Source: an optimization exercise on an open RTL-to-GDS flow (aim: small area and a short achievable clock period). Production flows keep margins and buffers that such runs may drop. Function was checked by simulation only, so behaviour that the tests miss may differ from the original.

$ cat design.v
`default_nettype none
module fdiv_norm (
  input  wire [31:0] x1,
  input  wire [31:0] x2,
  output wire        s,     
  output wire        z,     
  output wire [22:0] a,     
  output wire [22:0] b,     
  output wire signed [5:0] g,  
  output wire [ 8:0] e      
);
  wire [7:0] e1 = x1[30:23];
  wire [7:0] e2 = x2[30:23];
  wire [23:0] m1 = {|e1, x1[22:0]};
  wire [23:0] m2 = {|e2, x2[22:0]};
  function automatic [28:0] norm24(input [23:0] m);
    reg [23:0] t;
    reg [4:0] k;
    begin
      t = m;
      k[4] = ~|t[23:8];  if (k[4]) t = {t[7:0], 16'd0};
      k[3] = ~|t[23:16]; if (k[3]) t = {t[15:0], 8'd0};
      k[2] = ~|t[23:20]; if (k[2]) t = {t[19:0], 4'd0};
      k[1] = ~|t[23:22]; if (k[1]) t = {t[21:0], 2'd0};
      k[0] = ~t[23];     if (k[0]) t = {t[22:0], 1'd0};
      norm24 = {k, t};
    end
  endfunction
  wire [4:0] lz1, lz2;
  wire [23:0] a1, b1;
  assign {lz1, a1} = norm24(m1);
  assign {lz2, b1} = norm24(m2);
  assign s = x1[31] ^ x2[31];
  assign z = ~(|m1) | ~(|m2);
  assign a = a1[22:0];
  assign b = b1[22:0];
  assign g = {1'b0, lz2} - {1'b0, lz1};
  assign e = {1'b0, e1} - {1'b0, e2} + (z ? 9'd103 : 9'd126 + {{3{g[5]}}, g});
endmodule
module fdiv_srt0 (
  input  wire [22:0] a,
  input  wire [22:0] b,
  output wire [25:0] s_o,
  output wire [25:0] c_o
);
  wire [25:0] y = {3'b001, a};
  wire [25:0] d = {3'b110, ~b};
  assign s_o = y ^ d;
  assign c_o = {y[24:0] & d[24:0], 1'b1};
endmodule
module fdiv_srt (
  input  wire [25:0] s,
  input  wire [25:0] c,
  input  wire [22:0] b,
  output wire [25:0] s_o,
  output wire [25:0] c_o,
  output wire        qp,    
  output wire        qn     
);
  wire [25:0] ys = {s[24:0], 1'b0};
  wire [25:0] yc = {c[24:0], 1'b0};
  wire [3:0] est = s[25:22] + c[25:22];
  assign qp = ~est[3];
  assign qn = est[3] & ~(&est);
  wire [22:0] sel = qp ? ~b : qn ? b : 23'd0;
  wire [25:0] d = {qp, qp, qn, sel};
  assign s_o = ys ^ yc ^ d;
  assign c_o = {(ys[24:0] & yc[24:0]) | (ys[24:0] & d[24:0]) | (yc[24:0] & d[24:0]), qp};
endmodule
module fdiv_rca #(parameter W = 8) (
  input  wire [W-1:0] x,
  input  wire [W-1:0] y,
  input  wire         ci,
  output wire [W-1:0] s
);
  wire [W:0] c;
  assign c[0] = ci;
  genvar i;
  generate
    for (i = 0; i < W; i = i + 1) begin : bit_
      assign s[i]   = x[i] ^ y[i] ^ c[i];
      assign c[i+1] = (x[i] & y[i]) | (x[i] & c[i]) | (y[i] & c[i]);
    end
  endgenerate
endmodule
module fdiv_post (
  input  wire [25:0] s,
  input  wire [25:0] c,
  input  wire [23:0] qp,    
  input  wire [23:0] qn,
  input  wire [22:0] b,
  input  wire signed [5:0] g,
  input  wire [ 8:0] e,
  input  wire        z,
  input  wire        sg,
  output wire [31:0] y
);
  wire [23:0] bf  = {1'b1, b};
  wire        neg = g[5];
  wire [4:0]  gi  = ~g[4:0];              
  wire [23:0] bs  = neg ? 24'd0 : {1'b0, bf[23:1]} >> g[4:0];
  wire [24:0] oh  = neg ? (25'd1 << gi) : 25'd0;
  wire [25:0] keep = neg ? ~((26'd2 << gi) - 26'd1) : {26{1'b1}};
  wire [25:0] k_s = s ^ c ^ {2'd0, bs};
  wire [25:0] k_c = {(s[24:0] & c[24:0]) | (s[24:0] & {1'd0, bs}) | (c[24:0] & {1'd0, bs}), 1'b0};
  wire [25:0] t;
  fdiv_rca #(26) add_t (.x(k_s), .y(k_c), .ci(1'b0), .s(t));
  wire        c_lo = ~t[25];
  wire [25:0] u;
  fdiv_rca #(26) add_u (.x(t), .y(~{2'd0, bf}), .ci(1'b1), .s(u));
  wire        c_hi = ~u[25];
  wire [25:0] xa = {2'b01, qp};
  wire [25:0] xb = {2'b01, ~qn};
  wire [25:0] xo = {1'b0, oh};
  wire [25:0] x_s = xa ^ xb ^ xo;
  wire [25:0] x_c = {(xa[24:0] & xb[24:0]) | (xa[24:0] & xo[24:0]) | (xb[24:0] & xo[24:0]), 1'b0};
  wire [25:0] x;
  fdiv_rca #(26) add_x (.x(x_s), .y(x_c), .ci(1'b0), .s(x));
  wire [25:0] x0 = {~x[25], x[24:0]};
  wire [25:0] x1 = x0 + 26'd1;
  wire [25:0] x2 = x0 + 26'd2;
  wire [25:0] v  = c_hi ? x2 : c_lo ? x1 : x0;
  wire [25:0] vm  = v & keep;
  wire [22:0] m   = v[25] ? vm[24:2] : v[24] ? vm[23:1] : vm[22:0];
  wire [8:0]  e1  = e + 9'd1;
  wire [8:0]  e2  = e + 9'd2;
  wire [8:0]  ec  = z ? e : v[25] ? e2 : v[24] ? e1 : e;
  wire        inf = (ec == 9'd255);
  wire        dnm = ec[8] | (ec == 9'd0);
  assign y = {sg, dnm ? 8'd0 : inf ? 8'd255 : ec[7:0], (inf | dnm | z) ? 23'd0 : m};
endmodule
`default_nettype wire
module fdiv_stream (
    input wire clk,
    input wire rstn,
    input wire in_valid,
    input wire [31:0] in_x1,
    input wire [31:0] in_x2,
    output reg out_valid,
    output reg [31:0] out_y );
    reg v_q;
    reg [31:0] x1_q;
    reg [31:0] x2_q;
    always @(posedge clk) begin
        if (~rstn) v_q <= 1'b0; else v_q <= in_valid;
        x1_q <= in_x1;
        x2_q <= in_x2;
    end
    wire n_s, n_z;
    wire [22:0] n_a, n_b;
    wire signed [5:0] n_g;
    wire [8:0] n_e;
    fdiv_norm norm0 (.x1(x1_q), .x2(x2_q), .s(n_s), .z(n_z), .a(n_a), .b(n_b), .g(n_g), .e(n_e));
    wire [25:0] d1_s, d1_c;
    fdiv_srt0 d1 (.a(n_a), .b(n_b), .s_o(d1_s), .c_o(d1_c));
    wire [25:0] d2_s, d2_c; wire d2_p, d2_n;
    fdiv_srt d2 (.s(d1_s), .c(d1_c), .b(n_b), .s_o(d2_s), .c_o(d2_c), .qp(d2_p), .qn(d2_n));
    wire [25:0] d3_s, d3_c; wire d3_p, d3_n;
    fdiv_srt d3 (.s(d2_s), .c(d2_c), .b(n_b), .s_o(d3_s), .c_o(d3_c), .qp(d3_p), .qn(d3_n));
    wire [25:0] d4_s, d4_c; wire d4_p, d4_n;
    fdiv_srt d4 (.s(d3_s), .c(d3_c), .b(n_b), .s_o(d4_s), .c_o(d4_c), .qp(d4_p), .qn(d4_n));
    wire [25:0] d5_s, d5_c; wire d5_p, d5_n;
    fdiv_srt d5 (.s(d4_s), .c(d4_c), .b(n_b), .s_o(d5_s), .c_o(d5_c), .qp(d5_p), .qn(d5_n));
    wire [25:0] d6_s, d6_c; wire d6_p, d6_n;
    fdiv_srt d6 (.s(d5_s), .c(d5_c), .b(n_b), .s_o(d6_s), .c_o(d6_c), .qp(d6_p), .qn(d6_n));
    wire [25:0] d7_s, d7_c; wire d7_p, d7_n;
    fdiv_srt d7 (.s(d6_s), .c(d6_c), .b(n_b), .s_o(d7_s), .c_o(d7_c), .qp(d7_p), .qn(d7_n));
    wire [25:0] d8_s, d8_c; wire d8_p, d8_n;
    fdiv_srt d8 (.s(d7_s), .c(d7_c), .b(n_b), .s_o(d8_s), .c_o(d8_c), .qp(d8_p), .qn(d8_n));
    wire [25:0] d9_s, d9_c; wire d9_p, d9_n;
    fdiv_srt d9 (.s(d8_s), .c(d8_c), .b(n_b), .s_o(d9_s), .c_o(d9_c), .qp(d9_p), .qn(d9_n));
    wire [25:0] d10_s, d10_c; wire d10_p, d10_n;
    fdiv_srt d10 (.s(d9_s), .c(d9_c), .b(n_b), .s_o(d10_s), .c_o(d10_c), .qp(d10_p), .qn(d10_n));
    wire [25:0] d11_s, d11_c; wire d11_p, d11_n;
    fdiv_srt d11 (.s(d10_s), .c(d10_c), .b(n_b), .s_o(d11_s), .c_o(d11_c), .qp(d11_p), .qn(d11_n));
    reg v_1;
    reg s_1;
    reg z_1;
    reg [22:0] b_1;
    reg signed [5:0] g_1;
    reg [8:0] e_1;
    reg [25:0] ws_1;
    reg [25:0] wc_1;
    reg [9:0] qp_1;
    reg [9:0] qn_1;
    always @(posedge clk) begin
        if (~rstn) v_1 <= 1'b0; else v_1 <= v_q;
        s_1 <= n_s;
        z_1 <= n_z;
        b_1 <= n_b;
        g_1 <= n_g;
        e_1 <= n_e;
        ws_1 <= d11_s;
        wc_1 <= d11_c;
        qp_1 <= {{{{{{{{{d2_p, d3_p}, d4_p}, d5_p}, d6_p}, d7_p}, d8_p}, d9_p}, d10_p}, d11_p};
        qn_1 <= {{{{{{{{{d2_n, d3_n}, d4_n}, d5_n}, d6_n}, d7_n}, d8_n}, d9_n}, d10_n}, d11_n};
    end
    wire [25:0] d12_s, d12_c; wire d12_p, d12_n;
    fdiv_srt d12 (.s(ws_1), .c(wc_1), .b(b_1), .s_o(d12_s), .c_o(d12_c), .qp(d12_p), .qn(d12_n));
    wire [25:0] d13_s, d13_c; wire d13_p, d13_n;
    fdiv_srt d13 (.s(d12_s), .c(d12_c), .b(b_1), .s_o(d13_s), .c_o(d13_c), .qp(d13_p), .qn(d13_n));
    wire [25:0] d14_s, d14_c; wire d14_p, d14_n;
    fdiv_srt d14 (.s(d13_s), .c(d13_c), .b(b_1), .s_o(d14_s), .c_o(d14_c), .qp(d14_p), .qn(d14_n));
    wire [25:0] d15_s, d15_c; wire d15_p, d15_n;
    fdiv_srt d15 (.s(d14_s), .c(d14_c), .b(b_1), .s_o(d15_s), .c_o(d15_c), .qp(d15_p), .qn(d15_n));
    wire [25:0] d16_s, d16_c; wire d16_p, d16_n;
    fdiv_srt d16 (.s(d15_s), .c(d15_c), .b(b_1), .s_o(d16_s), .c_o(d16_c), .qp(d16_p), .qn(d16_n));
    wire [25:0] d17_s, d17_c; wire d17_p, d17_n;
    fdiv_srt d17 (.s(d16_s), .c(d16_c), .b(b_1), .s_o(d17_s), .c_o(d17_c), .qp(d17_p), .qn(d17_n));
    wire [25:0] d18_s, d18_c; wire d18_p, d18_n;
    fdiv_srt d18 (.s(d17_s), .c(d17_c), .b(b_1), .s_o(d18_s), .c_o(d18_c), .qp(d18_p), .qn(d18_n));
    wire [25:0] d19_s, d19_c; wire d19_p, d19_n;
    fdiv_srt d19 (.s(d18_s), .c(d18_c), .b(b_1), .s_o(d19_s), .c_o(d19_c), .qp(d19_p), .qn(d19_n));
    wire [25:0] d20_s, d20_c; wire d20_p, d20_n;
    fdiv_srt d20 (.s(d19_s), .c(d19_c), .b(b_1), .s_o(d20_s), .c_o(d20_c), .qp(d20_p), .qn(d20_n));
    wire [25:0] d21_s, d21_c; wire d21_p, d21_n;
    fdiv_srt d21 (.s(d20_s), .c(d20_c), .b(b_1), .s_o(d21_s), .c_o(d21_c), .qp(d21_p), .qn(d21_n));
    reg v_2;
    reg s_2;
    reg z_2;
    reg [22:0] b_2;
    reg signed [5:0] g_2;
    reg [8:0] e_2;
    reg [25:0] ws_2;
    reg [25:0] wc_2;
    reg [19:0] qp_2;
    reg [19:0] qn_2;
    always @(posedge clk) begin
        if (~rstn) v_2 <= 1'b0; else v_2 <= v_1;
        s_2 <= s_1;
        z_2 <= z_1;
        b_2 <= b_1;
        g_2 <= g_1;
        e_2 <= e_1;
        ws_2 <= d21_s;
        wc_2 <= d21_c;
        qp_2 <= {{{{{{{{{{qp_1, d12_p}, d13_p}, d14_p}, d15_p}, d16_p}, d17_p}, d18_p}, d19_p}, d20_p}, d21_p};
        qn_2 <= {{{{{{{{{{qn_1, d12_n}, d13_n}, d14_n}, d15_n}, d16_n}, d17_n}, d18_n}, d19_n}, d20_n}, d21_n};
    end
    wire [25:0] d22_s, d22_c; wire d22_p, d22_n;
    fdiv_srt d22 (.s(ws_2), .c(wc_2), .b(b_2), .s_o(d22_s), .c_o(d22_c), .qp(d22_p), .qn(d22_n));
    wire [25:0] d23_s, d23_c; wire d23_p, d23_n;
    fdiv_srt d23 (.s(d22_s), .c(d22_c), .b(b_2), .s_o(d23_s), .c_o(d23_c), .qp(d23_p), .qn(d23_n));
    wire [25:0] d24_s, d24_c; wire d24_p, d24_n;
    fdiv_srt d24 (.s(d23_s), .c(d23_c), .b(b_2), .s_o(d24_s), .c_o(d24_c), .qp(d24_p), .qn(d24_n));
    wire [25:0] d25_s, d25_c; wire d25_p, d25_n;
    fdiv_srt d25 (.s(d24_s), .c(d24_c), .b(b_2), .s_o(d25_s), .c_o(d25_c), .qp(d25_p), .qn(d25_n));
    wire [31:0] y;
    fdiv_post post0 (.s(d25_s), .c(d25_c), .qp({{{{qp_2, d22_p}, d23_p}, d24_p}, d25_p}), .qn({{{{qn_2, d22_n}, d23_n}, d24_n}, d25_n}), .b(b_2), .g(g_2), .e(e_2), .z(z_2), .sg(s_2), .y(y));
    always @(posedge clk) begin
        if (~rstn) out_valid <= 1'b0; else out_valid <= v_2;
        out_y <= y;
    end
endmodule
$ cat flow/run.sh
#!/bin/bash
# Layout: the standard flow (standard.sh), with one change to synthesis:
# Yosys's synth runs with -noabc, which skips only its generic pre-mapping
# ABC pass. The adder extraction then sees the full adders with the polarity
# the RTL writes them in, instead of wrapped in inverters; the final ABC
# mapping to the library, the registers and everything else stay standard.
set -euo pipefail
sed 's/yosys synth -nofsm -noshare /yosys synth -nofsm -noshare -noabc /' synth_recipe.tcl > synth_recipe_noabc.tcl
grep -q -- '-noabc' synth_recipe_noabc.tcl
bash standard.sh SYNTH_SCRIPT="$PWD/synth_recipe_noabc.tcl" finish > standard.log 2>&1
$ cat standard.sh
#!/bin/bash
# synth_recipe.tcl (not shown) runs the flow's synth.tcl, then flattens the netlist and writes it again
# the make line also repeats each setting of config.mk as NAME=value (left out here)
make -C /OpenROAD-flow-scripts/flow DESIGN_CONFIG=/design/flow/config.mk WORK_HOME=/design/flow/orfs CLKGATE_MAP_FILE= SYNTH_SCRIPT=/design/flow/synth_recipe.tcl "${@:-finish}"
$ cat config.mk
export PLATFORM = sky130hd
export DESIGN_NAME = fdiv_stream
export DESIGN_NICKNAME = fdiv_stream
export VERILOG_FILES = /design/flow/design.v
export SDC_FILE = /design/flow/constraint.sdc
export NUM_CORES = 4
export LEC_CHECK = 0
export CAP_MARGIN = 20
export CORE_MARGIN = 2
export CORE_UTILIZATION = 40
export SLEW_MARGIN = 20
$ cat constraint.sdc
create_clock -name core_clock -period 170.0 [get_ports {clk}]
set_input_delay 34.0000 -clock core_clock [delete_from_list [all_inputs] [get_ports {clk}]]
set_output_delay 34.0000 -clock core_clock [all_outputs]
set_load 0.01 [all_outputs]
==> results of run 1 <==
-- area by class of cell --
| type | instances | share of cell area |
|---|---|---|
| Multi-Input combinational cell | 2905 | 0.700 |
| Sequential cell | 340 | 0.169 |
| Tap cell | 1186 | 0.0369 |
| Timing Repair Buffer | 159 | 0.0360 |
| Inverter | 292 | 0.0272 |
| Clock buffer | 48 | 0.0256 |
| Clock inverter | 20 | 0.00488 |
-- per-stage QoR --
stage,instance area (µm²),setup slack (ps),hold WS (ps),utilization
CTS,40200,134570,318,0.438
floorplan,37000,135670,310,-
global placement,38900,135170,310,0.425
detailed placement,38900,135160,312,0.425
global route,40200,134540,331,0.439
finish,40200,134610,320,0.439
-- sequential cells by signal, summed over array words and instances, names as in the netlist, 20 cells and up --
name	cells
out_y	32
x1_q	32
x2_q	32
ws_1	26
ws_2	26
wc_1	24
wc_2	24
b_1	23
b_2	23
qn_2	20
qp_2	20
-- worst register-to-register path, delay by kind of cell, from the launching register on --
| kind | cells | cell delay, ps |
|---|---|---|
| compound gates | 24 | 4510 |
| fa+ha+maj | 21 | 9400 |
| flops | 1 | 320 |
| mux | 2 | 710 |
| simple gates | 16 | 6700 |
| xor+xnor | 17 | 4070 |
| buf+inv | 18 | 6470 |
-- logic make-up (layout without fill, tap and decap cells) --
| kind of cell | after synthesis | in the layout | share of synthesized area |
|---|---|---|---|
| and+or+nand+nor | 914 | 914 | 0.106 |
| adders and majority gates | 826 | 826 | 0.416 |
| AOI/OAI and AO/OA | 763 | 763 | 0.120 |
| buffers and inverters | 559 | 519 | 0.0599 |
| DFF | 340 | 340 | 0.184 |
| muxes | 263 | 263 | 0.0749 |
| xor gates and xnor gates | 139 | 139 | 0.0402 |
-- routing by layer --
layer / vias to the layer above / part of all wire
li1: 12400 / -
met1: 13200 / 0.44
met2: 581 / 0.49
met3: 120 / 0.049
met4: 0 / 0.024
met5: - / 0
-- synthesized netlist by cell type, types with 13 or more instances --
master	instances	area, µm²
fa_1	676	13500
nand2_1	351	1320
dfxtp_1	340	6810
nor2_1	332	1250
a21oi_1	317	1590
inv_1	288	1080
o21ai_0	245	1230
mux2i_1	221	2210
clkbuf_1	195	732
ha_1	144	1800
xnor2_1	75	657
nand3_1	66	330
xor2_1	44	385
nor3_1	39	195
buf_2	38	190
mux2_2	34	383
a21o_1	32	240
nand2b_1	27	169
a211oi_1	24	180
a31oi_1	21	131
nor2b_1	19	119
buf_1	17	63.8
o22ai_1	16	100
and2_1	15	93.8
o211ai_1	15	113
nor4_1	14	87.6
and3_1	13	81.3
buf_4	13	97.6
-- path summary, 6_finish.rpt --
path | from | end | cells after the start | slack (ps)
worst max-delay path | out_y[29]$_SDFF_PP0_ | out_y[29] | 1 | 134610
worst min-delay path | qn_1[3]$_DFF_P_ | qn_2[13]$_DFF_P_ | 0 | 320
worst min register to register | qn_1[3]$_DFF_P_ | qn_2[13]$_DFF_P_ | 0 | 320
worst max register to register | x1_q[30]$_DFF_P_ | ws_1[1]$_DFF_P_ | 98 | 137730
==> flow_summary.yaml, run 1 <==
status:
  status: "finished clean"
layout:
  fill_cells: 8781
  multi_input_area_mm2: 0.0282
  seqCellArea_mm2: 0.00681
  mostFrequentLayoutCell: "fa_1"
  drive_above_1_share: 0.0611
  final_cell_mix: "fa_1, nand2_1, dfxtp_1, nor2_1, a21oi_1"
  diodes: 0
  area_growth_pct: 8.64
  stdcell_count: 4950
  fin_nets: 4623
sta:
  setup_viol: 0
  tightestPinTransition_ps: 1160
  period_needed_ps: 35390
  maxClockFrequency_ghz: 0.0283
  skew_ps: 29.7
  finalCritPeriodShare: 0.208
  slew_viol_final: 0
  setup_tns_ps: 0
  maxSlewHeadroom: 0.224
  grt_setup_unrepaired: "false"
  hold_viol: 0
floorplanning:
  row_count: 111
  start_util: 0.404
  fp.coreArea_mm2: 0.0917
  die_x_um: 308
  die_area_mm2: 0.0950
  chipHeight_um: 308
  io_pins: 100
hold_path:
  hold_class: "reg -> reg"
global_routing:
  top_usage_layer: "met2"
  overflow: 0
  met3_usage: 0.0274
  grt_pass1_wl_um: 151000
  grt_pass1_vias: 27700
  antenna_found_initial: 0
  grt_util_met1: 0.270
  grt_use_met2: 0.334
  grtUsageTotal: 0.198
  grt_max_degree: 46
detailed_routing:
  viasPerCell: 5.33
  ant_nets: 0
  first_pass_iters: 7
  vias: 26400
  initialDrtViolationCount: 1594
  routed_wl_um: 91700
  avgRoutedWirePerCell_um: 18.5
  drc_errors: 0
clock_network:
  htree_levels: 2
  clockBufferDepth: 3
  clkTransAtPathRegs_ps: 60
  clock_latency_ps: 570
  cts_buffers: 38
  holdBufCountCts: 0
  post-cts-setup-buffers: 0
  cts_resized: 0
  clockRootBuffer: "clkbuf_16"
  cts_sinks: 340
  cts_tree: "built"
place:
  io_buffer_count: 99
  gp_congestion: 0.909
  dp_hpwl_um: 74900
  dp_cells: 4879
yosys:
  synth_edf_count: 0
  ys_async_sr_fraction: 0
  synth.avg_cell_area_um2: 9.74
  ys_seq_area_frac: 0.184
  synth_seq_cells: 340
  synthFlopType: "dfxtp_1"
  syn-num-nets: 4691
  synth.yosys.warnings: 2
  synth_area_mm2: 0.0370
  synth.distinct_cells: 85
  synthCells: 3804
critical_path:
  crit_family: "buffers and inverters"
  crit_path_end_kind: "primary output"
  cp-start-kind: "flop"
  critPathRequiredTime_ps: 136000
  path_cells: "clkdlybuf4s50_1"
  crit_fanout: 1
  path_buf_inv: 1
  slowest_stage: "clkdlybuf4s50_1"
  critPathArrivalTime_ps: 1390
  worstSetupPathType: "reg -> out"
  slowest_delay_ps: 530
flow_run:
  cap_violations: 0
==> run 2, diff against run 1 <==
==> run.sh (new file) <==
#!/bin/bash
# synth_recipe.tcl (not shown) runs the flow's synth.tcl, then flattens the netlist and writes it again
# the make line also repeats each setting of config.mk as NAME=value (left out here)
make -C /OpenROAD-flow-scripts/flow DESIGN_CONFIG=/design/flow/config.mk WORK_HOME=/design/flow/orfs CLKGATE_MAP_FILE= SYNTH_SCRIPT=/design/flow/synth_recipe.tcl finish
removed: flow/run.sh
removed: standard.sh
==> flow_summary.yaml, run 2 <==
status:
  status: "finished clean"
flow_run:
  cap_violations: 0
clock_network:
  clock_latency_ps: 570
  holdBufCountCts: 0
  clockBufferDepth: 3
  clockRootBuffer: "clkbuf_16"
  cts_sinks: 340
  cts_tree: "built"
  htree_levels: 2
  cts_buffers: 37
  post-cts-setup-buffers: 0
  cts_resized: 0
  clkTransAtPathRegs_ps: 60
yosys:
  synthCells: 4367
  yosys.area.top_type_share: 0.335
  synth_area_mm2: 0.0389
  ys_top_cells_by_count: "inv_1, fa_1, a21oi_1, nor2_1, dfxtp_1"
  synth_edf_count: 0
  synth.yosys.warnings: 2
  ys_seq_area_frac: 0.175
  yosys.area.top_type: "fa_1"
  synthTopCellsByArea: "fa_1, dfxtp_1, inv_1"
  synth_seq_cells: 340
  synth.most_common_cell: "inv_1"
  syn-num-nets: 5227
  synth.distinct_cells: 90
  ys_async_sr_fraction: 0
  synth.avg_cell_area_um2: 8.90
  synthFlopType: "dfxtp_1"
global_routing:
  grt_pass1_wl_um: 165000
  grt_pass1_vias: 30200
  grt_max_degree: 51
  antenna_found_initial: 2
  overflow: 0
  grtUsageTotal: 0.208
sta:
  maxSlewHeadroom: 0.267
  maxClockFrequency_ghz: 0.0282
  hold_viol: 0
  grt_setup_unrepaired: "false"
  period_needed_ps: 35430
  skew_ps: 17.2
  slew_viol_final: 0
  setup_tns_ps: 0
  tightestPinTransition_ps: 1100
  setup_viol: 0
  finalCritPeriodShare: 0.208
  fin_ws_ps: 134580
layout:
  area_growth_pct: 8.82
  stdcell_count: 5602
  mostFrequentLayoutCell: "inv_1"
  drive_above_1_share: 0.0525
  design_area_mm2: 0.0423
  reg.largest.list: "out_y: 32 flops, x1_q: 32 flops, x2_q: 32 flops"
  post-route-util: 0.439
  final_cell_mix: "inv_1, fa_1, a21oi_1, nor2_1, dfxtp_1"
  fin_nets: 5156
hold_path:
  hold_class: "reg -> reg"
  holdPathEnd: "e_2[4]$_DFF_P_"
  min_from: "e_1[4]$_DFF_P_"
  hold_depth: 0
critical_path:
  path_cells: "clkdlybuf4s50_1"
  slowest_stage: "clkdlybuf4s50_1"
  r2r_slack_ps: 140480
  crit_fanout: 1
  critPathArrivalTime_ps: 1420
  crit_family: "buffers and inverters"
  cp-start-kind: "flop"
  critPathRequiredTime_ps: 136000
  crit_path_end_kind: "primary output"
  slowest_delay_ps: 540
  timing.rr.end: "ws_2[3]$_DFF_P_"
  timing.rr.start: "wc_1[23]$_DFF_P_"
  path_buf_inv: 1
  worstSetupPathType: "reg -> out"
  cp_num_cells: 1
  setup.worst_path.start: "out_valid$_SDFF_PN0_"
  ff2ff_path_depth: 104
detailed_routing:
  viasPerCell: 5.24
  first_pass_iters: 9
  avgRoutedWirePerCell_um: 18.1
  vias: 29400
  routed_wl_um: 101000
  initialDrtViolationCount: 1878
  drc_errors: 0
  ant_nets: 0
place:
  placed_cell_area_mm2: 0.0410
  dp_cells: 5533
  io_buffer_count: 99
  gp_congestion: 0.899
  dp_slack_ps: 135160
  dp_hpwl_um: 80900
floorplanning:
  chipHeight_um: 316
  start_util: 0.403
  die_area_mm2: 0.0997
  die_x_um: 316
  fp.coreArea_mm2: 0.0964
  io_pins: 100
  row_count: 114
## run 2: changes by cell type after synthesis, moves of 14 or more
cell,before,now
buf_2,38,18
a21oi_1,317,418
mux2i_1,221,205
nand3_1,66,84
nor2_1,332,379
fa_1,676,650
a22oi_1,4,18
clkbuf_1,195,235
xnor2_1,75,91
inv_1,288,652
nand2_1,351,320
## run 2: worst max-delay path by stage
stage / endpoint / slack [ps]
floorplan: out_valid / 135670
CTS: out_y[23] / 134540
global route: out_y[23] / 134530
detailed placement: out_y[25] / 135160
global placement: out_y[23] / 135170
finish: out_valid / 134580
## run 2: worst reg2reg max path: cells and delay by family (launching register included)
| family | cells | cell delay (ps) |
|---|---|---|
| adder cells (fa/ha/maj) | 21 | 8670 |
| buffers and inverters | 30 | 8260 |
| XOR/XNOR | 19 | 5210 |
| AO/OA/AOI/OAI | 23 | 4170 |
| AND/OR/NAND/NOR | 11 | 2720 |
| flip-flops | 1 | 340 |
## run 2: kinds of logic (layout without fill, tap and decap cells)
family,Yosys count,count (layout),synth area share
flops,340,340,0.175
simple gates,996,996,0.114
xor+xnor,157,157,0.0377
compound gates,893,893,0.132
other cells,0,2,0
buf+inv,942,899,0.0923
mux,243,243,0.0675
fa+ha+maj,796,796,0.382
## run 2: metal layers
layer | part of all wire | global-route usage
met1 | 0.45 | 0.284
met2 | 0.48 | 0.351
met3 | 0.050 | 0.0233
met4 | 0.024 | 0.0522
met5 | 0 | 0
## run 2: metrics by stage
stage                     hold slack, ps
after floorplan                      310
after global placement               311
after detailed placement             312
after CTS                            320
after global routing                 324
final                                319
## run 2: cell type report
cell class                 instances  area [µm²]
antenna                            2        5.00
clock buffer                      48        1020
clock inverter                    19         214
fill                            9555       54100
inverter                         664        2490
multi-input combinational       3085       28600
sequential                       340        6810
tap                             1276        1600
timing repair buffer             168        1510

port drivers added, routing unchanged:
No port has a modelled driver above. Below, the same layouts with a new extraction and two added sets of constraints.
Step 1 assumes that a clkbuf_16 drives the clock port and a buf_2 every other input.
Step 2 adds t to the input delays and takes it off the output delays; t is the mean of the earliest and latest rising clock arrival at the registers after step 1. Input paths then give back, and output paths get back, about the clock's delay inside the block.
a / b / c = ideal / step 1 / step 2; a / b = the first two.
| run | t, ns | setup slack, ns | worst setup path at the end | clock arrival spread, ns | pins driven straight from the clock port |
|---|---|---|---|---|---|
| run 1 | 0.614 | 134.607 / 134.546 / 135.160 | register to output | 0.030 / 0.030 | 1 |
| run 2 | 0.619 | 134.575 / 134.519 / 135.137 | register to output | 0.019 / 0.019 | 1 |
After both steps setup and hold are still met in every run listed.
